From an optimization exercise on the open Yosys and OpenROAD flow, aimed at small area; shortcuts taken in it are not production practice. Function was checked by simulation only, so behaviour that the tests miss may differ from the original.

== build 37 ==
==> flow/design.v <==
`timescale 1ns / 1ps
module regfile #(
    parameter int NR = 2
) (
    input logic clk,
    input logic [15:0] sel,
    input logic [1:0] write_data,
    input logic [4*NR-1:0] read_addr,
    output logic [2*NR-1:0] read_data
);
  logic [7:0] w[16];
  for (genvar k = 0; k < 16; k++) begin : g_word
    always_ff @(posedge clk) begin
      w[k][5:0] <= w[k][7:2];
      w[k][7:6] <= sel[k] ? write_data : w[k][1:0];
    end
  end
  for (genvar p = 0; p < NR; p++) begin : g_rd
    logic [3:0] ra;
    logic [1:0] l1[8], l2[4], l3[2];
    assign ra = read_addr[4*p+:4];
    for (genvar k = 0; k < 8; k++) begin : g_l1
      assign l1[k] = ra[0] ? w[2*k+1][1:0] : w[2*k][1:0];
    end
    for (genvar k = 0; k < 4; k++) begin : g_l2
      assign l2[k] = ra[1] ? l1[2*k+1] : l1[2*k];
    end
    for (genvar k = 0; k < 2; k++) begin : g_l3
      assign l3[k] = ra[2] ? l2[2*k+1] : l2[2*k];
    end
    assign read_data[2*p+:2] = ra[3] ? l3[1] : l3[0];
  end
endmodule
`timescale 1ns / 1ps
module top (
    input logic clk,
    input logic reset,
    output logic [4:0] curr_inst_addr,
    input logic [15:0] curr_inst,
    output logic write_enable_dmem,
    output logic [3:0] write_addr_dmem,
    output logic [7:0] write_data_dmem,
    output logic halted
);
  logic [1:0] ph;   
  logic run;   
  logic [4:0] pc;
  logic [5:0] sd;
  logic acc;
  assign acc = sd[5];
  logic [2:0] op;
  logic imm_bit;
  assign op = curr_inst[15:13];
  assign imm_bit = curr_inst[12];
  logic is_st, is_ld, is_add, is_beq, is_halt;
  assign is_st = op == 3'b000;
  assign is_ld = op == 3'b001;
  assign is_add = op == 3'b010;
  assign is_beq = op == 3'b101;
  assign is_halt = op == 3'b111;
  logic [1:0] imm;
  always_comb
    case (ph)
      2'd0: imm = curr_inst[1:0];
      2'd1: imm = curr_inst[3:2];
      2'd2: imm = curr_inst[5:4];
      default: imm = curr_inst[7:6];
    endcase
  logic [1:0] a, b, d;
  logic [1:0] sum;
  logic cout, ne_now;
  assign {cout, sum} = {1'b0, a} + {1'b0, b} + {2'b0, acc};
  assign ne_now = (a != b) | acc;
  logic rf_we, dm_we;
  logic [3:0] wa;
  logic [1:0] rf_wd, dm_wd;
  assign rf_we = is_ld | is_add;
  assign dm_we = is_st;
  assign wa = (imm_bit | is_add) ? curr_inst[11:8] : curr_inst[7:4];
  assign dm_wd = imm_bit ? imm : b;
  assign rf_wd = is_add ? sum : (imm_bit ? imm : d);
  logic [3:0] lo, hr, hd;
  for (genvar j = 0; j < 4; j++) begin : g_dec
    assign lo[j] = ~run | (wa[1:0] == j);
    assign hr[j] = ~run | (rf_we & (wa[3:2] == j));
    assign hd[j] = ~run | (dm_we & (wa[3:2] == j));
  end
  logic [15:0] rf_sel, dm_sel;
  for (genvar k = 0; k < 16; k++) begin : g_sel
    assign rf_sel[k] = hr[k/4] & lo[k%4];
    assign dm_sel[k] = hd[k/4] & lo[k%4];
  end
  regfile #(
      .NR(2)
  ) rf (
      .clk(clk),
      .sel(rf_sel),
      .write_data(rf_wd & {2{run}}),
      .read_addr({curr_inst[3:0], curr_inst[7:4]}),
      .read_data({b, a})
  );
  regfile #(
      .NR(1)
  ) dm (
      .clk(clk),
      .sel(dm_sel),
      .write_data(dm_wd & {2{run}}),
      .read_addr(curr_inst[3:0]),
      .read_data(d)
  );
  always_ff @(posedge clk) begin
    sd[5] <= (ph != 2'd3) & (is_st ? dm_wd[1] : (is_add ? cout : ne_now));
    sd[4] <= dm_wd[0];
    sd[3:0] <= sd[5:2];
  end
  always_ff @(posedge clk)
    if (reset) begin
      ph  <= 2'd0;
      run <= 1'b0;
      pc  <= 5'd0;
    end else begin
      ph <= ph + 2'd1;
      if (ph == 2'd3) run <= 1'b1;
      if (run && ph == 2'd3 && !is_halt) pc <= (is_beq && !ne_now) ? curr_inst[12:8] : pc + 5'd1;
    end
  assign curr_inst_addr = pc;
  assign write_enable_dmem = run & is_st & (ph == 2'd3);
  assign write_addr_dmem = wa;
  assign write_data_dmem = {dm_wd, sd};
  assign halted = is_halt;
endmodule
make LEC_CHECK=0 ABC_AREA=1 CAP_MARGIN=20 CORE_MARGIN=2 CORE_UTILIZATION=60 CTS_BUF_LIST=sky130_fd_sc_hd__clkbuf_8 CTS_CLUSTER_DIAMETER=60 CTS_CLUSTER_SIZE=18 GPL_TIMING_DRIVEN=0 SLEW_MARGIN=20 finish   # period 5.0 ns
run.sh (not shown) runs the stock make flow with config.mk's settings and CLKGATE_MAP_FILE= SYNTH_SCRIPT=/design/flow/synth_recipe.tcl, a recipe that flattens the netlist after the stock synthesis.
Build 37 | status: complete | timing, DRC, antenna: pass
Input changes introduced in build 98 (baseline for comparison: build 37):
==> flow/flow/run.sh (new file) <==
#!/bin/bash
# Own layout flow: the standard ORFS flow (standard.sh) with these changes:
#  - synthesis maps the logic with the area-oriented ABC script in flow/abc_area.script
#    (run from a copy of ORFS's scripts folder in which only that file is replaced),
#    and leaves adders to ABC instead of mapping them to full/half-adder cells first;
#  - clock tree synthesis with clkbuf_8 buffers, sink clusters of at most 18 flip-flops
#    and no dummy loads;
#  - the port buffers are buf_1.
# Each step's full output goes to its own log file in this folder.
set -euo pipefail
W=$PWD
rm -rf "$W/scripts"
cp -r "$FLOW_HOME/scripts" "$W/scripts"
cp "$W/flow/abc_area.script" "$W/scripts/abc_area.script"
CTS="-sink_clustering_enable -repair_clock_nets -dont_use_dummy_load -buf_list sky130_fd_sc_hd__clkbuf_8 -sink_clustering_size 18 -sink_clustering_max_diameter 60"
bash standard.sh SCRIPTS_DIR="$W/scripts" ADDER_MAP_FILE= synth > "$W/synth.log" 2>&1
bash standard.sh SCRIPTS_DIR="$W/scripts" ADDER_MAP_FILE= "CTS_ARGS=$CTS" \
  "BUFFER_PORTS_ARGS=-buffer_cell sky130_fd_sc_hd__buf_1" finish > "$W/layout.log" 2>&1
==> flow/flow/abc_area.script (new file) <==
strash
fraig
rewrite
refactor
balance
rewrite -z
refactor -z
rewrite -z
balance
dch -f
map -a
==> flow/standard.sh (new file) <==
#!/bin/bash
# synth_recipe.tcl (not shown) runs the flow's synth.tcl, then flattens the netlist and writes it again
# the make line also repeats each setting of config.mk as NAME=value (left out here)
make -C /OpenROAD-flow-scripts/flow DESIGN_CONFIG=/design/flow/config.mk WORK_HOME=/design/flow/orfs CLKGATE_MAP_FILE= SYNTH_SCRIPT=/design/flow/synth_recipe.tcl "${@:-finish}"
-- flow/config.mk --
<<< build 37, line 11
export CORE_UTILIZATION = 60
export CTS_BUF_LIST = sky130_fd_sc_hd__clkbuf_8
export CTS_CLUSTER_DIAMETER = 60
export CTS_CLUSTER_SIZE = 18
>>> build 98, line 11
export CORE_UTILIZATION = 70
removed: flow/run.sh
Notes after the runs:
Build 98: PASS, flow complete, no timing, DRC or antenna violations
In the tables for build 98 and build 37, number of vias after detailed routing reads higher with build 37.
Against build 37 as the reference, build 98 delivers a higher first-pass detailed-route iteration total.
Main combinational cell family by area after synthesis = simple AND/OR/NAND/NOR gates: build 37; main combinational cell family by area after synthesis = compound AO/OA/AOI/OAI gates: build 98
Build 98 vs. build 37: sequential share of layout area picked up an extra 10 points, area growth from synthesis to final layout saw a decrease, port buffer count grew by 16%.
Changes in build 7 relative to build 98:
-- flow/flow/run.sh --
<<< build 98, line 4
#    (run from a copy of ORFS's scripts folder in which only that file is replaced),
>>> build 7, line 4
#    (a deep-synthesis pass, then two rounds of choice-based area mapping;
#    run from a copy of ORFS's scripts folder in which only that file is replaced),
==> flow/flow/abc_area.script <==
strash
&get -n
&deepsyn -T 300
&put
dch -f
map -a
strash
dch -f
map -a
Findings:
On area of all placed cells without fillers, build 7 does better than build 98.
Comparing build 98 and build 7, synthesized cell count is higher on build 98.
Diff build 98 -> build 7: final antenna-violating net count neither gained nor lost much; placer's final routability congestion estimate picked up an extra 0.029; final critical-path setup slack picked up an extra 0.090 ns; global-route usage picked up an extra 0.62 points.
For the critical path data arrival time, build 7 came in 0.09 ns lower than build 98 did.
Against build 98, distinct cell type count after synthesis in build 7 rose by more than 10%.
Worst setup timing slack at the placement stage is higher on build 7
For relative area change from synthesis to final layout, build 7 and build 98 come out practically identical.

[static timing again, ports no longer ideal]
In the flow no input, the clock included, has a driving cell. The finished layouts below were timed again as built, in two steps. Step 1: set_driving_cell puts a clkbuf_16 on clk and a buf_2 on each other input, an assumption about the parent block. Step 2, shift: input delay + t, output delay - t, t = (earliest + latest rising clock arrival at the registers) / 2. This alone moves slack from input paths to output paths. Three values: no drivers, after step 1, after step 2; two values: the first two.
run	shift t [ns]	setup slack, ns	worst setup path at the end	latest minus earliest clock arrival (ns)
build 37	0.553	0.592 / 0.565 / 0.565	input to output	0.027 / 0.027
build 98	0.536	0.249 / 0.220 / -0.147	input to register	0.018 / 0.018
build 7	0.535	0.339 / 0.316 / 0.087	input to register	0.041 / 0.042
Met with ideal ports but missed after step 2: setup timing in build 98. The setup slack of build 98, which loses most, moves by -0.029 ns with the drivers and by -0.396 ns with both steps.
